Source: an optimization exercise on an open RTL-to-GDS flow (aim: small area, a short achievable clock period and few clock cycles). Production flows keep margins and buffers that such runs may drop. In this exercise RTL edits were held to simulation tests only and were not proved equivalent to the original.

## flow/config.mk

```make
export PLATFORM = sky130hd
export DESIGN_NAME = SequentialMultiplier
export DESIGN_NICKNAME = SequentialMultiplier
export VERILOG_FILES = /design/flow/design.v
export SDC_FILE = /design/flow/constraint.sdc
export NUM_CORES = 4
export LEC_CHECK = 0
export CAP_MARGIN = 20
export CORE_MARGIN = 2
export CORE_UTILIZATION = 40
export SETUP_SLACK_MARGIN = 1.4
export SLEW_MARGIN = 20
export SYNTH_HIERARCHICAL = 1
```

## flow/constraint.sdc

```tcl
create_clock -name core_clock -period 4.0 [get_ports {clock}]
set_input_delay 0.8000 -clock core_clock [delete_from_list [all_inputs] [get_ports {clock}]]
set_output_delay 0.8000 -clock core_clock [all_outputs]
set_load 0.01 [all_outputs]
```

## flow/design.v

```verilog
module SequentialMultiplier(clock, reset, multiplicand, multiplier, product, ready, start);
    parameter N = 32;
    input clock;
    input reset;
    input [N-1:0] multiplicand, multiplier;
    output [2*N-1:0] product;
    output ready;
    input start;
    logic busy;
    logic first, first_n;                
    logic [2:0] count;                   
    logic b0;                            
    logic [34:0] acc_s, acc_c;       
    logic [N-1:0] ph_register;           
    logic [N-1:0] pl_register;           
    logic [3:0] one, two, neg;      
    logic [7:0] pend_s, pend_c;          
    logic pend_ci;                       
    logic pend_x;                        
    wire go = start & ~busy;
    wire accumulate = busy & ~count[2];
    wire resolve = busy & count[2];
    assign ready = ~busy;
    wire [8:0] bb = go ? {multiplier[8:1], 1'b0} : pl_register[15:7];
    wire [3:0] one_d, two_d, neg_d;
    genvar j;
    generate
        for (j = 0; j < 4; j = j + 1) begin : enc
            assign one_d[j] = bb[2*j+1] ^ bb[2*j];
            assign two_d[j] = (bb[2*j+2] & ~bb[2*j+1] & ~bb[2*j]) | (~bb[2*j+2] & bb[2*j+1] & bb[2*j]);
            assign neg_d[j] = bb[2*j+2] & ~(bb[2*j+1] & bb[2*j]);
        end
    endgenerate
    wire [N-1:0] m_register = ph_register;
    wire [34:0] sum_in = first ? {3'b0, m_register & {N{b0}}} : acc_s;
    wire [34:0] carry_in = ~first_n ? {1'b1, 34'b0} : acc_c;
    wire inj41 = ~(count[1] & count[0]);
    wire [N:0] m1 = {1'b0, m_register};
    wire [N:0] m2 = {m_register, 1'b0};
    wire [33:0] row0;
    assign row0[0] = ((one[0] & m1[0]) | (two[0] & m2[0])) ^ neg[0];
    assign row0[1] = ((one[0] & m1[1]) | (two[0] & m2[1])) ^ neg[0];
    assign row0[2] = ((one[0] & m1[2]) | (two[0] & m2[2])) ^ neg[0];
    assign row0[3] = ((one[0] & m1[3]) | (two[0] & m2[3])) ^ neg[0];
    assign row0[4] = ((one[0] & m1[4]) | (two[0] & m2[4])) ^ neg[0];
    assign row0[5] = ((one[0] & m1[5]) | (two[0] & m2[5])) ^ neg[0];
    assign row0[6] = ((one[0] & m1[6]) | (two[0] & m2[6])) ^ neg[0];
    assign row0[7] = ((one[0] & m1[7]) | (two[0] & m2[7])) ^ neg[0];
    assign row0[8] = ((one[0] & m1[8]) | (two[0] & m2[8])) ^ neg[0];
    assign row0[9] = ((one[0] & m1[9]) | (two[0] & m2[9])) ^ neg[0];
    assign row0[10] = ((one[0] & m1[10]) | (two[0] & m2[10])) ^ neg[0];
    assign row0[11] = ((one[0] & m1[11]) | (two[0] & m2[11])) ^ neg[0];
    assign row0[12] = ((one[0] & m1[12]) | (two[0] & m2[12])) ^ neg[0];
    assign row0[13] = ((one[0] & m1[13]) | (two[0] & m2[13])) ^ neg[0];
    assign row0[14] = ((one[0] & m1[14]) | (two[0] & m2[14])) ^ neg[0];
    assign row0[15] = ((one[0] & m1[15]) | (two[0] & m2[15])) ^ neg[0];
    assign row0[16] = ((one[0] & m1[16]) | (two[0] & m2[16])) ^ neg[0];
    assign row0[17] = ((one[0] & m1[17]) | (two[0] & m2[17])) ^ neg[0];
    assign row0[18] = ((one[0] & m1[18]) | (two[0] & m2[18])) ^ neg[0];
    assign row0[19] = ((one[0] & m1[19]) | (two[0] & m2[19])) ^ neg[0];
    assign row0[20] = ((one[0] & m1[20]) | (two[0] & m2[20])) ^ neg[0];
    assign row0[21] = ((one[0] & m1[21]) | (two[0] & m2[21])) ^ neg[0];
    assign row0[22] = ((one[0] & m1[22]) | (two[0] & m2[22])) ^ neg[0];
    assign row0[23] = ((one[0] & m1[23]) | (two[0] & m2[23])) ^ neg[0];
    assign row0[24] = ((one[0] & m1[24]) | (two[0] & m2[24])) ^ neg[0];
    assign row0[25] = ((one[0] & m1[25]) | (two[0] & m2[25])) ^ neg[0];
    assign row0[26] = ((one[0] & m1[26]) | (two[0] & m2[26])) ^ neg[0];
    assign row0[27] = ((one[0] & m1[27]) | (two[0] & m2[27])) ^ neg[0];
    assign row0[28] = ((one[0] & m1[28]) | (two[0] & m2[28])) ^ neg[0];
    assign row0[29] = ((one[0] & m1[29]) | (two[0] & m2[29])) ^ neg[0];
    assign row0[30] = ((one[0] & m1[30]) | (two[0] & m2[30])) ^ neg[0];
    assign row0[31] = ((one[0] & m1[31]) | (two[0] & m2[31])) ^ neg[0];
    assign row0[32] = ((one[0] & m1[32]) | (two[0] & m2[32])) ^ neg[0];
    assign row0[33] = ~neg[0];
    wire [33:0] row1;
    assign row1[0] = ((one[1] & m1[0]) | (two[1] & m2[0])) ^ neg[1];
    assign row1[1] = ((one[1] & m1[1]) | (two[1] & m2[1])) ^ neg[1];
    assign row1[2] = ((one[1] & m1[2]) | (two[1] & m2[2])) ^ neg[1];
    assign row1[3] = ((one[1] & m1[3]) | (two[1] & m2[3])) ^ neg[1];
    assign row1[4] = ((one[1] & m1[4]) | (two[1] & m2[4])) ^ neg[1];
    assign row1[5] = ((one[1] & m1[5]) | (two[1] & m2[5])) ^ neg[1];
    assign row1[6] = ((one[1] & m1[6]) | (two[1] & m2[6])) ^ neg[1];
    assign row1[7] = ((one[1] & m1[7]) | (two[1] & m2[7])) ^ neg[1];
    assign row1[8] = ((one[1] & m1[8]) | (two[1] & m2[8])) ^ neg[1];
    assign row1[9] = ((one[1] & m1[9]) | (two[1] & m2[9])) ^ neg[1];
    assign row1[10] = ((one[1] & m1[10]) | (two[1] & m2[10])) ^ neg[1];
    assign row1[11] = ((one[1] & m1[11]) | (two[1] & m2[11])) ^ neg[1];
    assign row1[12] = ((one[1] & m1[12]) | (two[1] & m2[12])) ^ neg[1];
    assign row1[13] = ((one[1] & m1[13]) | (two[1] & m2[13])) ^ neg[1];
    assign row1[14] = ((one[1] & m1[14]) | (two[1] & m2[14])) ^ neg[1];
    assign row1[15] = ((one[1] & m1[15]) | (two[1] & m2[15])) ^ neg[1];
    assign row1[16] = ((one[1] & m1[16]) | (two[1] & m2[16])) ^ neg[1];
    assign row1[17] = ((one[1] & m1[17]) | (two[1] & m2[17])) ^ neg[1];
    assign row1[18] = ((one[1] & m1[18]) | (two[1] & m2[18])) ^ neg[1];
    assign row1[19] = ((one[1] & m1[19]) | (two[1] & m2[19])) ^ neg[1];
    assign row1[20] = ((one[1] & m1[20]) | (two[1] & m2[20])) ^ neg[1];
    assign row1[21] = ((one[1] & m1[21]) | (two[1] & m2[21])) ^ neg[1];
    assign row1[22] = ((one[1] & m1[22]) | (two[1] & m2[22])) ^ neg[1];
    assign row1[23] = ((one[1] & m1[23]) | (two[1] & m2[23])) ^ neg[1];
    assign row1[24] = ((one[1] & m1[24]) | (two[1] & m2[24])) ^ neg[1];
    assign row1[25] = ((one[1] & m1[25]) | (two[1] & m2[25])) ^ neg[1];
    assign row1[26] = ((one[1] & m1[26]) | (two[1] & m2[26])) ^ neg[1];
    assign row1[27] = ((one[1] & m1[27]) | (two[1] & m2[27])) ^ neg[1];
    assign row1[28] = ((one[1] & m1[28]) | (two[1] & m2[28])) ^ neg[1];
    assign row1[29] = ((one[1] & m1[29]) | (two[1] & m2[29])) ^ neg[1];
    assign row1[30] = ((one[1] & m1[30]) | (two[1] & m2[30])) ^ neg[1];
    assign row1[31] = ((one[1] & m1[31]) | (two[1] & m2[31])) ^ neg[1];
    assign row1[32] = ((one[1] & m1[32]) | (two[1] & m2[32])) ^ neg[1];
    assign row1[33] = ~neg[1];
    wire [33:0] row2;
    assign row2[0] = ((one[2] & m1[0]) | (two[2] & m2[0])) ^ neg[2];
    assign row2[1] = ((one[2] & m1[1]) | (two[2] & m2[1])) ^ neg[2];
    assign row2[2] = ((one[2] & m1[2]) | (two[2] & m2[2])) ^ neg[2];
    assign row2[3] = ((one[2] & m1[3]) | (two[2] & m2[3])) ^ neg[2];
    assign row2[4] = ((one[2] & m1[4]) | (two[2] & m2[4])) ^ neg[2];
    assign row2[5] = ((one[2] & m1[5]) | (two[2] & m2[5])) ^ neg[2];
    assign row2[6] = ((one[2] & m1[6]) | (two[2] & m2[6])) ^ neg[2];
    assign row2[7] = ((one[2] & m1[7]) | (two[2] & m2[7])) ^ neg[2];
    assign row2[8] = ((one[2] & m1[8]) | (two[2] & m2[8])) ^ neg[2];
    assign row2[9] = ((one[2] & m1[9]) | (two[2] & m2[9])) ^ neg[2];
    assign row2[10] = ((one[2] & m1[10]) | (two[2] & m2[10])) ^ neg[2];
    assign row2[11] = ((one[2] & m1[11]) | (two[2] & m2[11])) ^ neg[2];
    assign row2[12] = ((one[2] & m1[12]) | (two[2] & m2[12])) ^ neg[2];
    assign row2[13] = ((one[2] & m1[13]) | (two[2] & m2[13])) ^ neg[2];
    assign row2[14] = ((one[2] & m1[14]) | (two[2] & m2[14])) ^ neg[2];
    assign row2[15] = ((one[2] & m1[15]) | (two[2] & m2[15])) ^ neg[2];
    assign row2[16] = ((one[2] & m1[16]) | (two[2] & m2[16])) ^ neg[2];
    assign row2[17] = ((one[2] & m1[17]) | (two[2] & m2[17])) ^ neg[2];
    assign row2[18] = ((one[2] & m1[18]) | (two[2] & m2[18])) ^ neg[2];
    assign row2[19] = ((one[2] & m1[19]) | (two[2] & m2[19])) ^ neg[2];
    assign row2[20] = ((one[2] & m1[20]) | (two[2] & m2[20])) ^ neg[2];
    assign row2[21] = ((one[2] & m1[21]) | (two[2] & m2[21])) ^ neg[2];
    assign row2[22] = ((one[2] & m1[22]) | (two[2] & m2[22])) ^ neg[2];
    assign row2[23] = ((one[2] & m1[23]) | (two[2] & m2[23])) ^ neg[2];
    assign row2[24] = ((one[2] & m1[24]) | (two[2] & m2[24])) ^ neg[2];
    assign row2[25] = ((one[2] & m1[25]) | (two[2] & m2[25])) ^ neg[2];
    assign row2[26] = ((one[2] & m1[26]) | (two[2] & m2[26])) ^ neg[2];
    assign row2[27] = ((one[2] & m1[27]) | (two[2] & m2[27])) ^ neg[2];
    assign row2[28] = ((one[2] & m1[28]) | (two[2] & m2[28])) ^ neg[2];
    assign row2[29] = ((one[2] & m1[29]) | (two[2] & m2[29])) ^ neg[2];
    assign row2[30] = ((one[2] & m1[30]) | (two[2] & m2[30])) ^ neg[2];
    assign row2[31] = ((one[2] & m1[31]) | (two[2] & m2[31])) ^ neg[2];
    assign row2[32] = ((one[2] & m1[32]) | (two[2] & m2[32])) ^ neg[2];
    assign row2[33] = ~neg[2];
    wire [33:0] row3;
    assign row3[0] = one[3] & m1[0];
    assign row3[1] = ((one[3] & m1[1]) | (two[3] & m2[1])) ^ neg[3];
    assign row3[2] = ((one[3] & m1[2]) | (two[3] & m2[2])) ^ neg[3];
    assign row3[3] = ((one[3] & m1[3]) | (two[3] & m2[3])) ^ neg[3];
    assign row3[4] = ((one[3] & m1[4]) | (two[3] & m2[4])) ^ neg[3];
    assign row3[5] = ((one[3] & m1[5]) | (two[3] & m2[5])) ^ neg[3];
    assign row3[6] = ((one[3] & m1[6]) | (two[3] & m2[6])) ^ neg[3];
    assign row3[7] = ((one[3] & m1[7]) | (two[3] & m2[7])) ^ neg[3];
    assign row3[8] = ((one[3] & m1[8]) | (two[3] & m2[8])) ^ neg[3];
    assign row3[9] = ((one[3] & m1[9]) | (two[3] & m2[9])) ^ neg[3];
    assign row3[10] = ((one[3] & m1[10]) | (two[3] & m2[10])) ^ neg[3];
    assign row3[11] = ((one[3] & m1[11]) | (two[3] & m2[11])) ^ neg[3];
    assign row3[12] = ((one[3] & m1[12]) | (two[3] & m2[12])) ^ neg[3];
    assign row3[13] = ((one[3] & m1[13]) | (two[3] & m2[13])) ^ neg[3];
    assign row3[14] = ((one[3] & m1[14]) | (two[3] & m2[14])) ^ neg[3];
    assign row3[15] = ((one[3] & m1[15]) | (two[3] & m2[15])) ^ neg[3];
    assign row3[16] = ((one[3] & m1[16]) | (two[3] & m2[16])) ^ neg[3];
    assign row3[17] = ((one[3] & m1[17]) | (two[3] & m2[17])) ^ neg[3];
    assign row3[18] = ((one[3] & m1[18]) | (two[3] & m2[18])) ^ neg[3];
    assign row3[19] = ((one[3] & m1[19]) | (two[3] & m2[19])) ^ neg[3];
    assign row3[20] = ((one[3] & m1[20]) | (two[3] & m2[20])) ^ neg[3];
    assign row3[21] = ((one[3] & m1[21]) | (two[3] & m2[21])) ^ neg[3];
    assign row3[22] = ((one[3] & m1[22]) | (two[3] & m2[22])) ^ neg[3];
    assign row3[23] = ((one[3] & m1[23]) | (two[3] & m2[23])) ^ neg[3];
    assign row3[24] = ((one[3] & m1[24]) | (two[3] & m2[24])) ^ neg[3];
    assign row3[25] = ((one[3] & m1[25]) | (two[3] & m2[25])) ^ neg[3];
    assign row3[26] = ((one[3] & m1[26]) | (two[3] & m2[26])) ^ neg[3];
    assign row3[27] = ((one[3] & m1[27]) | (two[3] & m2[27])) ^ neg[3];
    assign row3[28] = ((one[3] & m1[28]) | (two[3] & m2[28])) ^ neg[3];
    assign row3[29] = ((one[3] & m1[29]) | (two[3] & m2[29])) ^ neg[3];
    assign row3[30] = ((one[3] & m1[30]) | (two[3] & m2[30])) ^ neg[3];
    assign row3[31] = ((one[3] & m1[31]) | (two[3] & m2[31])) ^ neg[3];
    assign row3[32] = ((one[3] & m1[32]) | (two[3] & m2[32])) ^ neg[3];
    assign row3[33] = ~neg[3];
    wire hs0, hc0;
    HalfAdder ha0 (carry_in[3], sum_in[3], hs0, hc0);
    wire hs1, hc1;
    HalfAdder ha1 (carry_in[4], sum_in[4], hs1, hc1);
    wire fs0, fc0;
    FullAdder fa0 (carry_in[5], sum_in[5], neg[2], fs0, fc0);
    wire hs2, hc2;
    HalfAdder ha2 (row0[4], row1[2], hs2, hc2);
    wire fs1, fc1;
    FullAdder fa1 (carry_in[6], sum_in[6], row0[5], fs1, fc1);
    wire hs3, hc3;
    HalfAdder ha3 (row1[3], row2[1], hs3, hc3);
    wire fs2, fc2;
    FullAdder fa2 (carry_in[7], sum_in[7], row0[6], fs2, fc2);
    wire fs3, fc3;
    FullAdder fa3 (row1[4], row2[2], row3[0], fs3, fc3);
    wire fs4, fc4;
    FullAdder fa4 (carry_in[8], sum_in[8], row0[7], fs4, fc4);
    wire fs5, fc5;
    FullAdder fa5 (row1[5], row2[3], row3[1], fs5, fc5);
    wire fs6, fc6;
    FullAdder fa6 (carry_in[9], sum_in[9], row0[8], fs6, fc6);
    wire fs7, fc7;
    FullAdder fa7 (row1[6], row2[4], row3[2], fs7, fc7);
    wire fs8, fc8;
    FullAdder fa8 (carry_in[10], sum_in[10], row0[9], fs8, fc8);
    wire fs9, fc9;
    FullAdder fa9 (row1[7], row2[5], row3[3], fs9, fc9);
    wire fs10, fc10;
    FullAdder fa10 (carry_in[11], sum_in[11], row0[10], fs10, fc10);
    wire fs11, fc11;
    FullAdder fa11 (row1[8], row2[6], row3[4], fs11, fc11);
    wire fs12, fc12;
    FullAdder fa12 (carry_in[12], sum_in[12], row0[11], fs12, fc12);
    wire fs13, fc13;
    FullAdder fa13 (row1[9], row2[7], row3[5], fs13, fc13);
    wire fs14, fc14;
    FullAdder fa14 (carry_in[13], sum_in[13], row0[12], fs14, fc14);
    wire fs15, fc15;
    FullAdder fa15 (row1[10], row2[8], row3[6], fs15, fc15);
    wire fs16, fc16;
    FullAdder fa16 (carry_in[14], sum_in[14], row0[13], fs16, fc16);
    wire fs17, fc17;
    FullAdder fa17 (row1[11], row2[9], row3[7], fs17, fc17);
    wire fs18, fc18;
    FullAdder fa18 (carry_in[15], sum_in[15], row0[14], fs18, fc18);
    wire fs19, fc19;
    FullAdder fa19 (row1[12], row2[10], row3[8], fs19, fc19);
    wire fs20, fc20;
    FullAdder fa20 (carry_in[16], sum_in[16], row0[15], fs20, fc20);
    wire fs21, fc21;
    FullAdder fa21 (row1[13], row2[11], row3[9], fs21, fc21);
    wire fs22, fc22;
    FullAdder fa22 (carry_in[17], sum_in[17], row0[16], fs22, fc22);
    wire fs23, fc23;
    FullAdder fa23 (row1[14], row2[12], row3[10], fs23, fc23);
    wire fs24, fc24;
    FullAdder fa24 (carry_in[18], sum_in[18], row0[17], fs24, fc24);
    wire fs25, fc25;
    FullAdder fa25 (row1[15], row2[13], row3[11], fs25, fc25);
    wire fs26, fc26;
    FullAdder fa26 (carry_in[19], sum_in[19], row0[18], fs26, fc26);
    wire fs27, fc27;
    FullAdder fa27 (row1[16], row2[14], row3[12], fs27, fc27);
    wire fs28, fc28;
    FullAdder fa28 (carry_in[20], sum_in[20], row0[19], fs28, fc28);
    wire fs29, fc29;
    FullAdder fa29 (row1[17], row2[15], row3[13], fs29, fc29);
    wire fs30, fc30;
    FullAdder fa30 (carry_in[21], sum_in[21], row0[20], fs30, fc30);
    wire fs31, fc31;
    FullAdder fa31 (row1[18], row2[16], row3[14], fs31, fc31);
    wire fs32, fc32;
    FullAdder fa32 (carry_in[22], sum_in[22], row0[21], fs32, fc32);
    wire fs33, fc33;
    FullAdder fa33 (row1[19], row2[17], row3[15], fs33, fc33);
    wire fs34, fc34;
    FullAdder fa34 (carry_in[23], sum_in[23], row0[22], fs34, fc34);
    wire fs35, fc35;
    FullAdder fa35 (row1[20], row2[18], row3[16], fs35, fc35);
    wire fs36, fc36;
    FullAdder fa36 (carry_in[24], sum_in[24], row0[23], fs36, fc36);
    wire fs37, fc37;
    FullAdder fa37 (row1[21], row2[19], row3[17], fs37, fc37);
    wire fs38, fc38;
    FullAdder fa38 (carry_in[25], sum_in[25], row0[24], fs38, fc38);
    wire fs39, fc39;
    FullAdder fa39 (row1[22], row2[20], row3[18], fs39, fc39);
    wire fs40, fc40;
    FullAdder fa40 (carry_in[26], sum_in[26], row0[25], fs40, fc40);
    wire fs41, fc41;
    FullAdder fa41 (row1[23], row2[21], row3[19], fs41, fc41);
    wire fs42, fc42;
    FullAdder fa42 (carry_in[27], sum_in[27], row0[26], fs42, fc42);
    wire fs43, fc43;
    FullAdder fa43 (row1[24], row2[22], row3[20], fs43, fc43);
    wire fs44, fc44;
    FullAdder fa44 (carry_in[28], sum_in[28], row0[27], fs44, fc44);
    wire fs45, fc45;
    FullAdder fa45 (row1[25], row2[23], row3[21], fs45, fc45);
    wire fs46, fc46;
    FullAdder fa46 (carry_in[29], sum_in[29], row0[28], fs46, fc46);
    wire fs47, fc47;
    FullAdder fa47 (row1[26], row2[24], row3[22], fs47, fc47);
    wire fs48, fc48;
    FullAdder fa48 (carry_in[30], sum_in[30], row0[29], fs48, fc48);
    wire fs49, fc49;
    FullAdder fa49 (row1[27], row2[25], row3[23], fs49, fc49);
    wire fs50, fc50;
    FullAdder fa50 (carry_in[31], sum_in[31], row0[30], fs50, fc50);
    wire fs51, fc51;
    FullAdder fa51 (row1[28], row2[26], row3[24], fs51, fc51);
    wire fs52, fc52;
    FullAdder fa52 (carry_in[32], sum_in[32], row0[31], fs52, fc52);
    wire fs53, fc53;
    FullAdder fa53 (row1[29], row2[27], row3[25], fs53, fc53);
    wire fs54, fc54;
    FullAdder fa54 (carry_in[33], sum_in[33], row0[32], fs54, fc54);
    wire fs55, fc55;
    FullAdder fa55 (row1[30], row2[28], row3[26], fs55, fc55);
    wire fs56, fc56;
    FullAdder fa56 (carry_in[34], sum_in[34], row0[33], fs56, fc56);
    wire fs57, fc57;
    FullAdder fa57 (row1[31], row2[29], row3[27], fs57, fc57);
    wire fs58 = ~(row1[32] ^ row2[30]);
    wire fc58 = row1[32] | row2[30];
    wire hs4, hc4;
    HalfAdder ha4 (carry_in[1], sum_in[1], hs4, hc4);
    wire hs5, hc5;
    HalfAdder ha5 (carry_in[2], sum_in[2], hs5, hc5);
    wire fs59, fc59;
    FullAdder fa59 (hs0, neg[1], row0[2], fs59, fc59);
    wire fs60, fc60;
    FullAdder fa60 (hc0, hs1, row0[3], fs60, fc60);
    wire fs61, fc61;
    FullAdder fa61 (hc1, row2[0], fs0, fs61, fc61);
    wire fs62, fc62;
    FullAdder fa62 (fc0, hc2, hs3, fs62, fc62);
    wire fs63, fc63;
    FullAdder fa63 (hc3, fc1, fs2, fs63, fc63);
    wire fs64, fc64;
    FullAdder fa64 (fc2, fc3, fs4, fs64, fc64);
    wire fs65, fc65;
    FullAdder fa65 (fc4, fc5, fs6, fs65, fc65);
    wire fs66, fc66;
    FullAdder fa66 (fc6, fc7, fs8, fs66, fc66);
    wire fs67, fc67;
    FullAdder fa67 (fc8, fc9, fs10, fs67, fc67);
    wire fs68, fc68;
    FullAdder fa68 (fc10, fc11, fs12, fs68, fc68);
    wire fs69, fc69;
    FullAdder fa69 (fc12, fc13, fs14, fs69, fc69);
    wire fs70, fc70;
    FullAdder fa70 (fc14, fc15, fs16, fs70, fc70);
    wire fs71, fc71;
    FullAdder fa71 (fc16, fc17, fs18, fs71, fc71);
    wire fs72, fc72;
    FullAdder fa72 (fc18, fc19, fs20, fs72, fc72);
    wire fs73, fc73;
    FullAdder fa73 (fc20, fc21, fs22, fs73, fc73);
    wire fs74, fc74;
    FullAdder fa74 (fc22, fc23, fs24, fs74, fc74);
    wire fs75, fc75;
    FullAdder fa75 (fc24, fc25, fs26, fs75, fc75);
    wire fs76, fc76;
    FullAdder fa76 (fc26, fc27, fs28, fs76, fc76);
    wire fs77, fc77;
    FullAdder fa77 (fc28, fc29, fs30, fs77, fc77);
    wire fs78, fc78;
    FullAdder fa78 (fc30, fc31, fs32, fs78, fc78);
    wire fs79, fc79;
    FullAdder fa79 (fc32, fc33, fs34, fs79, fc79);
    wire fs80, fc80;
    FullAdder fa80 (fc34, fc35, fs36, fs80, fc80);
    wire fs81, fc81;
    FullAdder fa81 (fc36, fc37, fs38, fs81, fc81);
    wire fs82, fc82;
    FullAdder fa82 (fc38, fc39, fs40, fs82, fc82);
    wire fs83, fc83;
    FullAdder fa83 (fc40, fc41, fs42, fs83, fc83);
    wire fs84, fc84;
    FullAdder fa84 (fc42, fc43, fs44, fs84, fc84);
    wire fs85, fc85;
    FullAdder fa85 (fc44, fc45, fs46, fs85, fc85);
    wire fs86, fc86;
    FullAdder fa86 (fc46, fc47, fs48, fs86, fc86);
    wire fs87, fc87;
    FullAdder fa87 (fc48, fc49, fs50, fs87, fc87);
    wire fs88, fc88;
    FullAdder fa88 (fc50, fc51, fs52, fs88, fc88);
    wire fs89, fc89;
    FullAdder fa89 (fc52, fc53, fs54, fs89, fc89);
    wire fs90, fc90;
    FullAdder fa90 (fc54, fc55, fs56, fs90, fc90);
    wire fs91, fc91;
    FullAdder fa91 (row3[28], fc56, fc57, fs91, fc91);
    wire fs92, fc92;
    FullAdder fa92 (row1[33], row2[31], row3[29], fs92, fc92);
    wire hs6 = ~row2[32];
    wire hc6 = row2[32];
    wire hs7, hc7;
    HalfAdder ha7 (carry_in[0], pend_x, hs7, hc7);
    wire fs93, fc93;
    FullAdder fa93 (hs4, neg[0], row0[0], fs93, fc93);
    wire fs94, fc94;
    FullAdder fa94 (hc4, hs5, row0[1], fs94, fc94);
    wire fs95, fc95;
    FullAdder fa95 (hc5, row1[0], fs59, fs95, fc95);
    wire fs96, fc96;
    FullAdder fa96 (row1[1], fc59, fs60, fs96, fc96);
    wire fs97, fc97;
    FullAdder fa97 (hs2, fc60, fs61, fs97, fc97);
    wire fs98, fc98;
    FullAdder fa98 (fs1, fc61, fs62, fs98, fc98);
    wire fs99, fc99;
    FullAdder fa99 (fs3, fc62, fs63, fs99, fc99);
    wire fs100, fc100;
    FullAdder fa100 (fs5, fc63, fs64, fs100, fc100);
    wire fs101, fc101;
    FullAdder fa101 (fs7, fc64, fs65, fs101, fc101);
    wire fs102, fc102;
    FullAdder fa102 (fs9, fc65, fs66, fs102, fc102);
    wire fs103, fc103;
    FullAdder fa103 (fs11, fc66, fs67, fs103, fc103);
    wire fs104, fc104;
    FullAdder fa104 (fs13, fc67, fs68, fs104, fc104);
    wire fs105, fc105;
    FullAdder fa105 (fs15, fc68, fs69, fs105, fc105);
    wire fs106, fc106;
    FullAdder fa106 (fs17, fc69, fs70, fs106, fc106);
    wire fs107, fc107;
    FullAdder fa107 (fs19, fc70, fs71, fs107, fc107);
    wire fs108, fc108;
    FullAdder fa108 (fs21, fc71, fs72, fs108, fc108);
    wire fs109, fc109;
    FullAdder fa109 (fs23, fc72, fs73, fs109, fc109);
    wire fs110, fc110;
    FullAdder fa110 (fs25, fc73, fs74, fs110, fc110);
    wire fs111, fc111;
    FullAdder fa111 (fs27, fc74, fs75, fs111, fc111);
    wire fs112, fc112;
    FullAdder fa112 (fs29, fc75, fs76, fs112, fc112);
    wire fs113, fc113;
    FullAdder fa113 (fs31, fc76, fs77, fs113, fc113);
    wire fs114, fc114;
    FullAdder fa114 (fs33, fc77, fs78, fs114, fc114);
    wire fs115, fc115;
    FullAdder fa115 (fs35, fc78, fs79, fs115, fc115);
    wire fs116, fc116;
    FullAdder fa116 (fs37, fc79, fs80, fs116, fc116);
    wire fs117, fc117;
    FullAdder fa117 (fs39, fc80, fs81, fs117, fc117);
    wire fs118, fc118;
    FullAdder fa118 (fs41, fc81, fs82, fs118, fc118);
    wire fs119, fc119;
    FullAdder fa119 (fs43, fc82, fs83, fs119, fc119);
    wire fs120, fc120;
    FullAdder fa120 (fs45, fc83, fs84, fs120, fc120);
    wire fs121, fc121;
    FullAdder fa121 (fs47, fc84, fs85, fs121, fc121);
    wire fs122, fc122;
    FullAdder fa122 (fs49, fc85, fs86, fs122, fc122);
    wire fs123, fc123;
    FullAdder fa123 (fs51, fc86, fs87, fs123, fc123);
    wire fs124, fc124;
    FullAdder fa124 (fs53, fc87, fs88, fs124, fc124);
    wire fs125, fc125;
    FullAdder fa125 (fs55, fc88, fs89, fs125, fc125);
    wire fs126, fc126;
    FullAdder fa126 (fs57, fc89, fs90, fs126, fc126);
    wire fs127, fc127;
    FullAdder fa127 (fs58, fc90, fs91, fs127, fc127);
    wire fs128, fc128;
    FullAdder fa128 (fc58, fs92, fc91, fs128, fc128);
    wire fs129, fc129;
    FullAdder fa129 (row3[30], hs6, fc92, fs129, fc129);
    wire fs130, fc130;
    FullAdder fa130 (row2[33], row3[31], hc6, fs130, fc130);
    wire hs8 = ~row3[32];
    wire hc8 = row3[32];
    wire [42:0] tx = {1'b0, inj41, row3[33], hs8, fs130, fs129, fc127, fc126, fc125, fc124, fc123, fc122, fc121, fc120, fc119, fc118, fc117, fc116, fc115, fc114, fc113, fc112, fc111, fc110, fc109, fc108, fc107, fc106, fc105, fc104, fc103, fc102, fc101, fc100, fc99, fc98, fc97, fc96, fc95, fc94, fc93, hc7, sum_in[0]};
    wire [42:0] ty = {1'b0, 1'b0, hc8, fc130, fc129, fc128, fs128, fs127, fs126, fs125, fs124, fs123, fs122, fs121, fs120, fs119, fs118, fs117, fs116, fs115, fs114, fs113, fs112, fs111, fs110, fs109, fs108, fs107, fs106, fs105, fs104, fs103, fs102, fs101, fs100, fs99, fs98, fs97, fs96, fs95, fs94, fs93, hs7};
    wire [39:0] fsum;
    wire low_ci;
    FinalAdder final_add ({acc_s[N-1:0], pend_s}, {acc_c[N-1:0], pend_c}, pend_ci, fsum, low_ci);
    wire [7:0] low = fsum[7:0];
    wire [N-1:0] hi = fsum[39:8];
    assign product = {ph_register, pl_register};
    always_ff @(posedge clock) begin
        if (go)
            b0 <= multiplier[0];
        one <= one_d;
        two <= two_d;
        neg <= neg_d;
        pend_s <= tx[7:0];
        pend_c <= ty[7:0];
        pend_x <= ~go & neg[3] & ~(one[3] & m_register[0]);
        pend_ci <= ~first & low_ci;
        acc_s <= tx[42:8];
        acc_c <= ty[42:8];
        if (go | resolve)
            ph_register <= resolve ? hi : multiplicand;
        if (go)
            pl_register <= {1'b0, multiplier[N-1:1]};
        else if (busy)
            pl_register <= {low, pl_register[N-1:8]};
    end
    always_ff @(posedge clock or posedge reset) begin
        if (reset) begin
            first <= 1'b0;
            first_n <= 1'b1;
        end else begin
            first <= go;
            first_n <= ~go;
        end
    end
    always_ff @(posedge clock or posedge reset) begin
        if (reset) begin
            busy <= 1'b0;
            count <= '0;
        end else if (go) begin
            busy <= 1'b1;
            count <= '0;
        end else if (busy) begin
            count <= count + 1'b1;
            if (count == 3'd4)
                busy <= 1'b0;
        end
    end
endmodule
module FinalAdder(input [39:0] x, input [39:0] y, input ci,
                  output [39:0] sum, output c8);
    wire p0, g0;
    HalfAdder pg0 (x[0], y[0], p0, g0);
    wire p1, g1;
    HalfAdder pg1 (x[1], y[1], p1, g1);
    wire p2, g2;
    HalfAdder pg2 (x[2], y[2], p2, g2);
    wire p3, g3;
    HalfAdder pg3 (x[3], y[3], p3, g3);
    wire p4, g4;
    HalfAdder pg4 (x[4], y[4], p4, g4);
    wire p5, g5;
    HalfAdder pg5 (x[5], y[5], p5, g5);
    wire p6, g6;
    HalfAdder pg6 (x[6], y[6], p6, g6);
    wire p7, g7;
    HalfAdder pg7 (x[7], y[7], p7, g7);
    wire p8, g8;
    HalfAdder pg8 (x[8], y[8], p8, g8);
    wire p9, g9;
    HalfAdder pg9 (x[9], y[9], p9, g9);
    wire p10, g10;
    HalfAdder pg10 (x[10], y[10], p10, g10);
    wire p11, g11;
    HalfAdder pg11 (x[11], y[11], p11, g11);
    wire p12, g12;
    HalfAdder pg12 (x[12], y[12], p12, g12);
    wire p13, g13;
    HalfAdder pg13 (x[13], y[13], p13, g13);
    wire p14, g14;
    HalfAdder pg14 (x[14], y[14], p14, g14);
    wire p15, g15;
    HalfAdder pg15 (x[15], y[15], p15, g15);
    wire p16, g16;
    HalfAdder pg16 (x[16], y[16], p16, g16);
    wire p17, g17;
    HalfAdder pg17 (x[17], y[17], p17, g17);
    wire p18, g18;
    HalfAdder pg18 (x[18], y[18], p18, g18);
    wire p19, g19;
    HalfAdder pg19 (x[19], y[19], p19, g19);
    wire p20, g20;
    HalfAdder pg20 (x[20], y[20], p20, g20);
    wire p21, g21;
    HalfAdder pg21 (x[21], y[21], p21, g21);
    wire p22, g22;
    HalfAdder pg22 (x[22], y[22], p22, g22);
    wire p23, g23;
    HalfAdder pg23 (x[23], y[23], p23, g23);
    wire p24, g24;
    HalfAdder pg24 (x[24], y[24], p24, g24);
    wire p25, g25;
    HalfAdder pg25 (x[25], y[25], p25, g25);
    wire p26, g26;
    HalfAdder pg26 (x[26], y[26], p26, g26);
    wire p27, g27;
    HalfAdder pg27 (x[27], y[27], p27, g27);
    wire p28, g28;
    HalfAdder pg28 (x[28], y[28], p28, g28);
    wire p29, g29;
    HalfAdder pg29 (x[29], y[29], p29, g29);
    wire p30, g30;
    HalfAdder pg30 (x[30], y[30], p30, g30);
    wire p31, g31;
    HalfAdder pg31 (x[31], y[31], p31, g31);
    wire p32, g32;
    HalfAdder pg32 (x[32], y[32], p32, g32);
    wire p33, g33;
    HalfAdder pg33 (x[33], y[33], p33, g33);
    wire p34, g34;
    HalfAdder pg34 (x[34], y[34], p34, g34);
    wire p35, g35;
    HalfAdder pg35 (x[35], y[35], p35, g35);
    wire p36, g36;
    HalfAdder pg36 (x[36], y[36], p36, g36);
    wire p37, g37;
    HalfAdder pg37 (x[37], y[37], p37, g37);
    wire p38, g38;
    HalfAdder pg38 (x[38], y[38], p38, g38);
    wire p39, g39;
    HalfAdder pg39 (x[39], y[39], p39, g39);
    wire G0;
    AndOr go0 (p0, ci, g0, G0);
    wire G1;
    AndOr go1 (p2, g1, g2, G1);
    wire P1;
    And2 po1 (p2, p1, P1);
    wire G2;
    AndOr go2 (p4, g3, g4, G2);
    wire P2;
    And2 po2 (p4, p3, P2);
    wire G3;
    AndOr go3 (p6, g5, g6, G3);
    wire P3;
    And2 po3 (p6, p5, P3);
    wire G4;
    AndOr go4 (p8, g7, g8, G4);
    wire P4;
    And2 po4 (p8, p7, P4);
    wire G5;
    AndOr go5 (p10, g9, g10, G5);
    wire P5;
    And2 po5 (p10, p9, P5);
    wire G6;
    AndOr go6 (p12, g11, g12, G6);
    wire P6;
    And2 po6 (p12, p11, P6);
    wire G7;
    AndOr go7 (p14, g13, g14, G7);
    wire P7;
    And2 po7 (p14, p13, P7);
    wire G8;
    AndOr go8 (p16, g15, g16, G8);
    wire P8;
    And2 po8 (p16, p15, P8);
    wire G9;
    AndOr go9 (p18, g17, g18, G9);
    wire P9;
    And2 po9 (p18, p17, P9);
    wire G10;
    AndOr go10 (p20, g19, g20, G10);
    wire P10;
    And2 po10 (p20, p19, P10);
    wire G11;
    AndOr go11 (p22, g21, g22, G11);
    wire P11;
    And2 po11 (p22, p21, P11);
    wire G12;
    AndOr go12 (p24, g23, g24, G12);
    wire P12;
    And2 po12 (p24, p23, P12);
    wire G13;
    AndOr go13 (p26, g25, g26, G13);
    wire P13;
    And2 po13 (p26, p25, P13);
    wire G14;
    AndOr go14 (p28, g27, g28, G14);
    wire P14;
    And2 po14 (p28, p27, P14);
    wire G15;
    AndOr go15 (p30, g29, g30, G15);
    wire P15;
    And2 po15 (p30, p29, P15);
    wire G16;
    AndOr go16 (p32, g31, g32, G16);
    wire P16;
    And2 po16 (p32, p31, P16);
    wire G17;
    AndOr go17 (p34, g33, g34, G17);
    wire P17;
    And2 po17 (p34, p33, P17);
    wire G18;
    AndOr go18 (p36, g35, g36, G18);
    wire P18;
    And2 po18 (p36, p35, P18);
    wire G19;
    AndOr go19 (p38, g37, g38, G19);
    wire P19;
    And2 po19 (p38, p37, P19);
    wire G20;
    AndOr go20 (P1, G0, G1, G20);
    wire G21;
    AndOr go21 (P2, G1, G2, G21);
    wire P21;
    And2 po21 (P2, P1, P21);
    wire G22;
    AndOr go22 (P3, G2, G3, G22);
    wire P22;
    And2 po22 (P3, P2, P22);
    wire G23;
    AndOr go23 (P4, G3, G4, G23);
    wire P23;
    And2 po23 (P4, P3, P23);
    wire G24;
    AndOr go24 (P5, G4, G5, G24);
    wire P24;
    And2 po24 (P5, P4, P24);
    wire G25;
    AndOr go25 (P6, G5, G6, G25);
    wire P25;
    And2 po25 (P6, P5, P25);
    wire G26;
    AndOr go26 (P7, G6, G7, G26);
    wire P26;
    And2 po26 (P7, P6, P26);
    wire G27;
    AndOr go27 (P8, G7, G8, G27);
    wire P27;
    And2 po27 (P8, P7, P27);
    wire G28;
    AndOr go28 (P9, G8, G9, G28);
    wire P28;
    And2 po28 (P9, P8, P28);
    wire G29;
    AndOr go29 (P10, G9, G10, G29);
    wire P29;
    And2 po29 (P10, P9, P29);
    wire G30;
    AndOr go30 (P11, G10, G11, G30);
    wire P30;
    And2 po30 (P11, P10, P30);
    wire G31;
    AndOr go31 (P12, G11, G12, G31);
    wire P31;
    And2 po31 (P12, P11, P31);
    wire G32;
    AndOr go32 (P13, G12, G13, G32);
    wire P32;
    And2 po32 (P13, P12, P32);
    wire G33;
    AndOr go33 (P14, G13, G14, G33);
    wire P33;
    And2 po33 (P14, P13, P33);
    wire G34;
    AndOr go34 (P15, G14, G15, G34);
    wire P34;
    And2 po34 (P15, P14, P34);
    wire G35;
    AndOr go35 (P16, G15, G16, G35);
    wire P35;
    And2 po35 (P16, P15, P35);
    wire G36;
    AndOr go36 (P17, G16, G17, G36);
    wire P36;
    And2 po36 (P17, P16, P36);
    wire G37;
    AndOr go37 (P18, G17, G18, G37);
    wire P37;
    And2 po37 (P18, P17, P37);
    wire G38;
    AndOr go38 (P19, G18, G19, G38);
    wire P38;
    And2 po38 (P19, P18, P38);
    wire G39;
    AndOr go39 (P21, G0, G21, G39);
    wire G40;
    AndOr go40 (P22, G20, G22, G40);
    wire G41;
    AndOr go41 (P23, G21, G23, G41);
    wire P41;
    And2 po41 (P23, P21, P41);
    wire G42;
    AndOr go42 (P24, G22, G24, G42);
    wire P42;
    And2 po42 (P24, P22, P42);
    wire G43;
    AndOr go43 (P25, G23, G25, G43);
    wire P43;
    And2 po43 (P25, P23, P43);
    wire G44;
    AndOr go44 (P26, G24, G26, G44);
    wire P44;
    And2 po44 (P26, P24, P44);
    wire G45;
    AndOr go45 (P27, G25, G27, G45);
    wire P45;
    And2 po45 (P27, P25, P45);
    wire G46;
    AndOr go46 (P28, G26, G28, G46);
    wire P46;
    And2 po46 (P28, P26, P46);
    wire G47;
    AndOr go47 (P29, G27, G29, G47);
    wire P47;
    And2 po47 (P29, P27, P47);
    wire G48;
    AndOr go48 (P30, G28, G30, G48);
    wire P48;
    And2 po48 (P30, P28, P48);
    wire G49;
    AndOr go49 (P31, G29, G31, G49);
    wire P49;
    And2 po49 (P31, P29, P49);
    wire G50;
    AndOr go50 (P32, G30, G32, G50);
    wire P50;
    And2 po50 (P32, P30, P50);
    wire G51;
    AndOr go51 (P33, G31, G33, G51);
    wire P51;
    And2 po51 (P33, P31, P51);
    wire G52;
    AndOr go52 (P34, G32, G34, G52);
    wire P52;
    And2 po52 (P34, P32, P52);
    wire G53;
    AndOr go53 (P35, G33, G35, G53);
    wire P53;
    And2 po53 (P35, P33, P53);
    wire G54;
    AndOr go54 (P36, G34, G36, G54);
    wire P54;
    And2 po54 (P36, P34, P54);
    wire G55;
    AndOr go55 (P37, G35, G37, G55);
    wire P55;
    And2 po55 (P37, P35, P55);
    wire G56;
    AndOr go56 (P38, G36, G38, G56);
    wire P56;
    And2 po56 (P38, P36, P56);
    wire G57;
    AndOr go57 (P41, G0, G41, G57);
    wire G58;
    AndOr go58 (P42, G20, G42, G58);
    wire G59;
    AndOr go59 (P43, G39, G43, G59);
    wire G60;
    AndOr go60 (P44, G40, G44, G60);
    wire G61;
    AndOr go61 (P45, G41, G45, G61);
    wire P61;
    And2 po61 (P45, P41, P61);
    wire G62;
    AndOr go62 (P46, G42, G46, G62);
    wire P62;
    And2 po62 (P46, P42, P62);
    wire G63;
    AndOr go63 (P47, G43, G47, G63);
    wire P63;
    And2 po63 (P47, P43, P63);
    wire G64;
    AndOr go64 (P48, G44, G48, G64);
    wire P64;
    And2 po64 (P48, P44, P64);
    wire G65;
    AndOr go65 (P49, G45, G49, G65);
    wire P65;
    And2 po65 (P49, P45, P65);
    wire G66;
    AndOr go66 (P50, G46, G50, G66);
    wire P66;
    And2 po66 (P50, P46, P66);
    wire G67;
    AndOr go67 (P51, G47, G51, G67);
    wire P67;
    And2 po67 (P51, P47, P67);
    wire G68;
    AndOr go68 (P52, G48, G52, G68);
    wire P68;
    And2 po68 (P52, P48, P68);
    wire G69;
    AndOr go69 (P53, G49, G53, G69);
    wire P69;
    And2 po69 (P53, P49, P69);
    wire G70;
    AndOr go70 (P54, G50, G54, G70);
    wire P70;
    And2 po70 (P54, P50, P70);
    wire G71;
    AndOr go71 (P55, G51, G55, G71);
    wire P71;
    And2 po71 (P55, P51, P71);
    wire G72;
    AndOr go72 (P56, G52, G56, G72);
    wire P72;
    And2 po72 (P56, P52, P72);
    wire G73;
    AndOr go73 (P61, G0, G61, G73);
    wire G74;
    AndOr go74 (P62, G20, G62, G74);
    wire G75;
    AndOr go75 (P63, G39, G63, G75);
    wire G76;
    AndOr go76 (P64, G40, G64, G76);
    wire G77;
    AndOr go77 (P65, G57, G65, G77);
    wire G78;
    AndOr go78 (P66, G58, G66, G78);
    wire G79;
    AndOr go79 (P67, G59, G67, G79);
    wire G80;
    AndOr go80 (P68, G60, G68, G80);
    wire G81;
    AndOr go81 (P69, G61, G69, G81);
    wire P81;
    And2 po81 (P69, P61, P81);
    wire G82;
    AndOr go82 (P70, G62, G70, G82);
    wire P82;
    And2 po82 (P70, P62, P82);
    wire G83;
    AndOr go83 (P71, G63, G71, G83);
    wire P83;
    And2 po83 (P71, P63, P83);
    wire G84;
    AndOr go84 (P72, G64, G72, G84);
    wire P84;
    And2 po84 (P72, P64, P84);
    wire G85;
    AndOr go85 (P81, G0, G81, G85);
    wire G86;
    AndOr go86 (P82, G20, G82, G86);
    wire G87;
    AndOr go87 (P83, G39, G83, G87);
    wire G88;
    AndOr go88 (P84, G40, G84, G88);
    wire G89;
    AndOr go89 (p1, G0, g1, G89);
    wire G90;
    AndOr go90 (p3, G20, g3, G90);
    wire G91;
    AndOr go91 (p5, G39, g5, G91);
    wire G92;
    AndOr go92 (p7, G40, g7, G92);
    wire G93;
    AndOr go93 (p9, G57, g9, G93);
    wire G94;
    AndOr go94 (p11, G58, g11, G94);
    wire G95;
    AndOr go95 (p13, G59, g13, G95);
    wire G96;
    AndOr go96 (p15, G60, g15, G96);
    wire G97;
    AndOr go97 (p17, G73, g17, G97);
    wire G98;
    AndOr go98 (p19, G74, g19, G98);
    wire G99;
    AndOr go99 (p21, G75, g21, G99);
    wire G100;
    AndOr go100 (p23, G76, g23, G100);
    wire G101;
    AndOr go101 (p25, G77, g25, G101);
    wire G102;
    AndOr go102 (p27, G78, g27, G102);
    wire G103;
    AndOr go103 (p29, G79, g29, G103);
    wire G104;
    AndOr go104 (p31, G80, g31, G104);
    wire G105;
    AndOr go105 (p33, G85, g33, G105);
    wire G106;
    AndOr go106 (p35, G86, g35, G106);
    wire G107;
    AndOr go107 (p37, G87, g37, G107);
    wire G108;
    AndOr go108 (p39, G88, g39, G108);
    Xor2 sx0 (p0, ci, sum[0]);
    Xor2 sx1 (p1, G0, sum[1]);
    Xor2 sx2 (p2, G89, sum[2]);
    Xor2 sx3 (p3, G20, sum[3]);
    Xor2 sx4 (p4, G90, sum[4]);
    Xor2 sx5 (p5, G39, sum[5]);
    Xor2 sx6 (p6, G91, sum[6]);
    Xor2 sx7 (p7, G40, sum[7]);
    Xor2 sx8 (p8, G92, sum[8]);
    Xor2 sx9 (p9, G57, sum[9]);
    Xor2 sx10 (p10, G93, sum[10]);
    Xor2 sx11 (p11, G58, sum[11]);
    Xor2 sx12 (p12, G94, sum[12]);
    Xor2 sx13 (p13, G59, sum[13]);
    Xor2 sx14 (p14, G95, sum[14]);
    Xor2 sx15 (p15, G60, sum[15]);
    Xor2 sx16 (p16, G96, sum[16]);
    Xor2 sx17 (p17, G73, sum[17]);
    Xor2 sx18 (p18, G97, sum[18]);
    Xor2 sx19 (p19, G74, sum[19]);
    Xor2 sx20 (p20, G98, sum[20]);
    Xor2 sx21 (p21, G75, sum[21]);
    Xor2 sx22 (p22, G99, sum[22]);
    Xor2 sx23 (p23, G76, sum[23]);
    Xor2 sx24 (p24, G100, sum[24]);
    Xor2 sx25 (p25, G77, sum[25]);
    Xor2 sx26 (p26, G101, sum[26]);
    Xor2 sx27 (p27, G78, sum[27]);
    Xor2 sx28 (p28, G102, sum[28]);
    Xor2 sx29 (p29, G79, sum[29]);
    Xor2 sx30 (p30, G103, sum[30]);
    Xor2 sx31 (p31, G80, sum[31]);
    Xor2 sx32 (p32, G104, sum[32]);
    Xor2 sx33 (p33, G85, sum[33]);
    Xor2 sx34 (p34, G105, sum[34]);
    Xor2 sx35 (p35, G86, sum[35]);
    Xor2 sx36 (p36, G106, sum[36]);
    Xor2 sx37 (p37, G87, sum[37]);
    Xor2 sx38 (p38, G107, sum[38]);
    Xor2 sx39 (p39, G88, sum[39]);
    assign c8 = G92;
endmodule
module AndOr(input a, input b, input c, output y);
    assign y = (a & b) | c;
endmodule
module And2(input a, input b, output y);
    assign y = a & b;
endmodule
module Xor2(input a, input b, output y);
    assign y = a ^ b;
endmodule
module FullAdder(input a, input b, input c, output s, output co);
    assign s = a ^ b ^ c;
    assign co = (a & b) | (a & c) | (b & c);
endmodule
module HalfAdder(input a, input b, output s, output co);
    assign s = a ^ b;
    assign co = a & b;
endmodule
```

## flow/flow/run.sh

```bash
#!/bin/bash
# Standard layout (the standard.sh, unchanged synthesis and steps), with
# the port buffers made from sky130_fd_sc_hd__buf_1 instead of the flow's
# default pick. Every tool's output goes to standard.log here.
set -euo pipefail
export BUFFER_PORTS_ARGS="-buffer_cell sky130_fd_sc_hd__buf_1"
bash standard.sh > standard.log 2>&1
```

## flow/standard.sh

```bash
#!/bin/bash
# synth_recipe.tcl (not shown) runs the flow's synth.tcl, then flattens the netlist and writes it again
# the make line also repeats each setting of config.mk as NAME=value (left out here)
make -C /OpenROAD-flow-scripts/flow DESIGN_CONFIG=/design/flow/config.mk WORK_HOME=/design/flow/orfs CLKGATE_MAP_FILE= SYNTH_SCRIPT=/design/flow/synth_recipe.tcl "${@:-finish}"
```

==> results of run 1 <==
## through the flow
step                area [um^2]  instances
floorplan                 13300       1264
global placement          14000       1757
detailed placement        14000       1757
CTS                       15000       1799
global route              15900       1858
finish                    15900       1858
## cell families (layout without fill, tap and decap cells)
family,Yosys count,after routing,share of synthesized area
flops,168,168,0.304
other cells,1,2,0.000283
buf+inv,148,300,0.0512
xor+xnor,177,177,0.117
mux,33,33,0.0283
compound gates,296,296,0.158
fa+ha+maj,181,181,0.244
simple gates,259,259,0.0973
## metal layers
metal,vias to the layer above,global-route usage,wire length [um]
met5,-,0,0
met4,0,0.0756,907
met3,53,0.0489,2480
met2,408,0.366,18300
met1,5080,0.308,17200
li1,4543,-,-
## state kept, by name (all words and copies together), names as in the netlist
name	flops
acc_c	33
acc_s	34
b0	1
busy	1
count	3
first	1
first_n	1
neg	4
one	4
pend_c	8
pend_ci	1
pend_s	8
pend_x	1
ph_register	32
pl_register	32
two	4
## layout make-up
| class | count | area share |
|---|---|---|
| Multi-Input combinational cell | 948 | 0.572 |
| Timing Repair Buffer | 219 | 0.0845 |
| Sequential cell | 168 | 0.259 |
| Clock buffer | 19 | 0.0280 |
| Clock inverter | 13 | 0.00976 |
| Tap cell | 442 | 0.0348 |
| Inverter | 49 | 0.0116 |
## how the worst min path moves through the flow
stage	from	to	slack, ns	depth (start not counted)
floorplan	pend_x	pend_c[0]	0.42	1
global placement	pend_x	pend_c[0]	0.43	1
detailed placement	pend_x	pend_c[0]	0.43	1
CTS	reset	count[0]	0.22	2
global route	reset	count[1]	0.23	2
finish	reset	count[1]	0.23	2
## per-module statistics from Yosys, one instance, submodules excluded, excerpt
module	flip-flops and latches	cells	copies in the design
And2	0	1	69
AndOr	0	1	108
FullAdder	0	1	130
HalfAdder	0	1	47
SequentialMultiplier	168	869	1
Xor2	0	1	40
## cells in the final DEF (no fill, tap or decap), types with 7 or more instances in the layout
cell	count
xor2_1	43
dfxtp_4	10
and2_4	15
fa_1	126
edfxtp_1	64
xnor2_1	134
dfxtp_2	34
clkbuf_16	17
ha_1	16
buf_1	131
nand2_1	137
ha_4	35
o21ai_0	35
buf_2	8
a22oi_1	123
buf_12	12
dfxtp_1	54
and2_1	90
buf_4	60
mux2_2	31
inv_1	48
a21oi_1	9
a21o_1	106
o21ai_1	7
## what timing repair did
item                       4_1_cts  5_1_grt
setup endpoints to repair       74       49
setup buffers                   10       59
gates resized for setup         72       72
pin swaps                       25       15
==> flow_metrics.tcl, run 1 <==
set metrics [dict create \
    outcome "timing/DRC/antenna clean" \
    io_buffers 131 \
    numClockSinks 168 \
    cp-start-kind "flip-flop" \
    clockBufferDepth 2 \
    tritoncts.num_buffers 17 \
    finalHoldViolations 0 \
    dominantRegCellSynth "dfxtp_1" \
    layout.core_utilization 0.487 \
    critical_path_arrival_ns 2.77 \
    routed-via-count 10100 \
    clock_insertion_delay_worst_skew_ns 0.45 \
    antenna_found_initial 1 \
    rsz0062_at_grt "true" \
    cts_max_level 4 \
    drt-total-wl_um 38900 \
    routed_wire_length_per_instance_um 20.9 \
    detailedRoute.firstIterationViolations 841 \
    reg2reg_setup_slack_ns 1.43 \
    hold_buffers 0 \
    die_h_um 186 \
    clk_root_buffer_cell "clkbuf_16" \
    endpoint_of_the_worst_slack_reg_to_reg_timing_path "ph_register[26]" \
    final.setup_skew_ns 0.0143 \
    drt_pass_1_iters 5 \
    synth_largest_type_area_fraction 0.196 \
    min_path_type "primary input to async pin" \
    critPathLaunch "acc_s[6]" \
    critical_path.reg2reg.startpoint "acc_s[6]" \
    yosys_warnings 7 \
    layout.filler_cells 3005 \
    critPathSlowestCell "dfxtp_2" \
    dieArea_um2 34700 \
    cp_cell_sequence "ha_4 -> a21o_1 -> a21o_1 -> a21o_1 -> a21o_1 -> a21o_1 -> a21o_1 -> a21o_1 -> xor2_1 -> mux2_2" \
    preCtsSetupSlack_ns 1.01 \
    r2r_cells 10 \
    crit_fanout 3 \
    number_of_rows_created_at_floorplan 66 \
    timing.final.ws_setup_ns 1.43 \
    post-synth-top-area-cell "fa_1" \
    ant_nets 0 \
    fin_setup_tns_ns 0 \
    finalWeightedCongestion 0.827 \
    boundaryPins 132 \
    fp.coreArea_um2 32600 \
    grt_pass1_vias 10300 \
    setup.worst_path.end "ph_register[26]" \
    hold_slack_ns 0.234 \
    fraction_of_layout_cells_with_a_size_suffix_above_1 0.185 \
    crit_buf_inv 0 \
    period_minus_slack_ns 2.57 \
    antenna_diode_count 0 \
    cp-end-kind "flip-flop" \
    synth_enable_flop_cells 64 \
    areaGrowthSynthToFinish_pct 19.7 \
    grt_overflow_total 0 \
    worst-endpoint-required_ns 4.20 \
    netlist_instances 1263 \
    synth.top_cells.by_area "fa_1, dfxtp_1, edfxtp_1, xnor2_1, a22oi_1" \
    maxClockFrequency_mhz 389 \
    global_route.usage.total 0.228 \
    cts.clk_slew.worst_paths_ns 0.08 \
    hpwl_um 26700 \
    timing.critical_path.mode_cell "a21o_1" \
    tritoncts "built" \
    synth_sequential_area_ratio 0.304 \
    finalSetupViolations 0 \
    critical_path_depth 10 \
    die_w_um 186 \
    postSynth.asyncResetShare 0.0357 \
    synth_seq_cells 168 \
    worst_path_dominant_cell_family "compound AO/OA/AOI/OAI gates" \
    max_cap_violations 0 \
    timing.final.crit_share 0.642 \
    synth.lib_cells_used.distinct 40 \
    synth.avg_cell_area_um2 10.5 \
    grt_pass1_wl_um 59100 \
    timing_max_transition_violations_final 0 \
    timing_worst_slew_pin_value_ns 0.554 \
    cp_slowest_stage_delay_ns 0.35 \
    worst-setup-path-type "flip-flop to flip-flop" \
    slew_headroom 0.630 \
    layout.area.seq_um2 4120 \
    initial_utilization 0.407 \
    multiInputGateArea_um2 9090 \
    yosysMostFrequentCell "nand2_1" \
    largest_net_degree_at_the_start_of_global_routing 49 \
    total_standard_cell_area_after_synthesis_um2 13300 \
    nets 1651 \
    via_per_inst 5.43 \
    drt_drc_violations_left 0 \
    synth.cells.most_frequent "nand2_1, xnor2_1, fa_1" \
]
Testbench counts, summed over its fixed seeds: cycles 28,808.
==> inputs of run 2 (changes only) <==
--- a/flow/config.mk
+++ b/flow/config.mk
@@ -10,3 +10,3 @@
 export CORE_UTILIZATION = 40
-export SETUP_SLACK_MARGIN = 1.4
+export SETUP_SLACK_MARGIN = 1.25
 export SLEW_MARGIN = 20
==> run 2 against run 1 <==
Compared with the run above: largest cell class unchanged; synthesized area stayed put; core utilization is 3.5 points lower; maximum frequency is 3.9% lower.
==> flow_metrics.tcl, run 2 <==
set metrics [dict create \
    outcome "timing/DRC/antenna clean" \
    synth_sequential_area_ratio 0.304 \
    finalWeightedCongestion 0.827 \
    ant_nets 0 \
    setup.worst_path.end "pend_c[7]" \
    layout_commonest_cell "nand2_1" \
    antenna_found_initial 2 \
    total_standard_cell_area_after_synthesis_um2 13300 \
    cp-end-kind "flip-flop" \
    cts_max_level 4 \
    fraction_of_layout_cells_with_a_size_suffix_above_1 0.0831 \
    mostFrequentLayoutCells "nand2_1, xnor2_1, buf_1, fa_1, a22oi_1" \
    layout.core_utilization 0.452 \
    maxClockFrequency_mhz 374 \
    clk_root_buffer_cell "clkbuf_16" \
    final_area_um2 14700 \
    drt_drc_violations_left 0 \
    synth.avg_cell_area_um2 10.5 \
    drt_pass_1_iters 6 \
    post_cts_buffers 0 \
    postSynth.asyncResetShare 0.0357 \
    finalSetupViolations 0 \
    grt_overflow_total 0 \
    clock_insertion_delay_worst_skew_ns 0.45 \
    rsz0062_at_grt "true" \
    critical_path.reg2reg.startpoint "neg[0]" \
    post-synth-top-area-cell "fa_1" \
    via_per_inst 5.44 \
    preCtsSetupSlack_ns 1.01 \
    nets 1582 \
    critPathLaunch "neg[0]" \
    hold_buffers 0 \
    initial_utilization 0.407 \
    critPathSlowestCell "dfxtp_2" \
    drt-total-wl_um 37000 \
    worst-endpoint-required_ns 4.31 \
    synth_enable_flop_cells 64 \
    number_of_rows_created_at_floorplan 66 \
    yosysMostFrequentCell "nand2_1" \
    synth.lib_cells_used.distinct 40 \
    cp_slowest_stage_delay_ns 0.63 \
    areaGrowthSynthToFinish_pct 11.0 \
    min_path_type "primary input to async pin" \
    largest_net_degree_at_the_start_of_global_routing 49 \
    antenna_diode_count 0 \
    cp-start-kind "flip-flop" \
    endpoint_of_the_worst_slack_reg_to_reg_timing_path "pend_c[7]" \
    cts.clk_slew.worst_paths_ns 0.08 \
    worst-setup-path-type "flip-flop to flip-flop" \
    period_minus_slack_ns 2.67 \
    cp_cell_sequence "buf_12 -> xnor2_1 -> fa_1 -> fa_1 -> fa_1" \
    netlist_instances 1263 \
    synth.cells.most_frequent "nand2_1, xnor2_1, fa_1" \
    fin_setup_tns_ns 0 \
    top_register "acc_s" \
    hpwl_um 26700 \
    routed-via-count 9739 \
    tritoncts "built" \
    dpl_cell_area_um2 14000 \
    grt_pass1_vias 10200 \
    reg2reg_setup_slack_ns 1.33 \
    timing_max_transition_violations_final 0 \
    largest_registers "acc_s (34), acc_c (33)" \
    detailedRoute.firstIterationViolations 983 \
    clockBufferDepth 2 \
    max_cap_violations 0 \
    routed_wire_length_per_instance_um 20.7 \
    timing.critical_path.mode_cell "fa_1" \
    timing_worst_slew_pin_value_ns 0.703 \
    timing.final.crit_share 0.668 \
    crit_fanout 23 \
    dominantRegCellSynth "dfxtp_1" \
    synth_seq_cells 168 \
    synth.top_cells.by_area "fa_1, dfxtp_1, edfxtp_1, xnor2_1, a22oi_1" \
    largest_register_ff_count 34 \
    r2r_cells 5 \
    tritoncts.num_buffers 17 \
    dieArea_um2 34700 \
    die_h_um 186 \
    yosys_warnings 7 \
    die_w_um 186 \
    boundaryPins 132 \
    final.setup_skew_ns 0.0165 \
    numClockSinks 168 \
    critical_path_arrival_ns 2.99 \
    slew_headroom 0.531 \
    global_route.usage.total 0.225 \
    io_buffers 131 \
    grt_pass1_wl_um 58200 \
    synth_largest_type_area_fraction 0.196 \
    fp.coreArea_um2 32600 \
    timing.final.ws_setup_ns 1.33 \
    finalHoldViolations 0 \
]
## run 2: cell types whose count changed in the layout (fill, tap and decap cells not counted), sizes merged
cell / before / now
clkbuf: 20 / 19
buf: 218 / 150
## run 2: timing repair
item                       CTS  global route
pin swaps                    0             2
gates resized for setup      6            25
setup endpoints to repair   58            41
cloned                       0             0
## run 2: through the flow
step | hold slack [ns] | instances
4_1_cts | 0.221 | 1789
3_5_place_dp | 0.434 | 1757
3_3_place_gp | 0.428 | 1757
5_1_grt | 0.228 | 1789
6_report | 0.227 | 1789
2_1_floorplan | 0.420 | 1264
## run 2: how the worst min path moves through the flow
stage / end / startpoint / depth (start not counted) / slack, ns
CTS: count[0] / reset / 2 / 0.22
global placement: pend_c[0] / pend_x / 1 / 0.43
floorplan: pend_c[0] / pend_x / 1 / 0.42
finish: count[0] / reset / 2 / 0.23
global route: count[1] / reset / 2 / 0.23
detailed placement: pend_c[0] / pend_x / 1 / 0.43
## run 2: critical path: cells and delay by family, from the launching register on
family	cells	cell delay (ns)
adder cells (fa/ha/maj)	3	1.43
buffers and inverters	1	0.29
XOR/XNOR	1	0.16
flip-flops	1	0.63
## run 2: routing by layer
metal	vias up	wire length, um	GRT usage
met2	377	17000	0.356
met1	4880	16300	0.305
li1	4414	-	-
met3	66	2600	0.0510
met4	2	1050	0.0772
met5	-	9	0
## run 2: logic make-up (layout without fill, tap and decap cells)
| logic type | after synthesis | count (layout) | synth area share |
|---|---|---|---|
| AO/OA/AOI/OAI | 296 | 296 | 0.158 |
| XOR/XNOR | 177 | 177 | 0.117 |
| adder cells (fa/ha/maj) | 181 | 181 | 0.244 |
| buffers and inverters | 148 | 231 | 0.0512 |
| flip-flops | 168 | 168 | 0.304 |
| multiplexers | 33 | 33 | 0.0283 |
| other | 1 | 2 | 0.000283 |
| AND/OR/NAND/NOR | 259 | 259 | 0.0973 |
## run 2: cell type report
cell class	instances	area, um^2
Clock inverter	13	155
Sequential cell	168	4060
Clock buffer	19	444
Multi-Input combinational cell	948	8640
Fill cell	3117	17900
Inverter	49	184
Timing Repair Buffer	150	707
Tap cell	442	553
## run 2: per-module statistics from Yosys (local to each module, per instance), excerpt
module / cells inside / times used / flops+latches / area (um^2)
SequentialMultiplier: 869 / 1 / 168 / 8490
FullAdder: 1 / 130 / 0 / 20.0
HalfAdder: 1 / 47 / 0 / 12.5
Xor2: 1 / 40 / 0 / 8.76
AndOr: 1 / 108 / 0 / 7.51
And2: 1 / 69 / 0 / 6.26

==> static timing again, ports no longer ideal <==
The results above use ideal ports. As a check the final layouts listed here were re-extracted and re-timed, cells and wires unchanged. Step 1, drivers: a clkbuf_16 drives clock and a buf_2 each remaining input, both assumed. Step 2 moves the port delays by t, midway between the first and last clock arrival at a register: inputs arrive t later, outputs are due t later. That takes back most of the time a late clock gives input paths. Three values: ideal, step 1, step 2; two values: the first two.
run | t (ns) | setup WS [ns] | worst slew at a driven data input, ns | cell pins on the clock port's net
run 1 | 0.492 | 1.432 / 1.432 / 1.432 | 0.04 | 1
run 2 | 0.495 | 1.327 / 1.327 / 1.327 | 0.04 | 1
After both steps setup and hold are still met in every run listed.
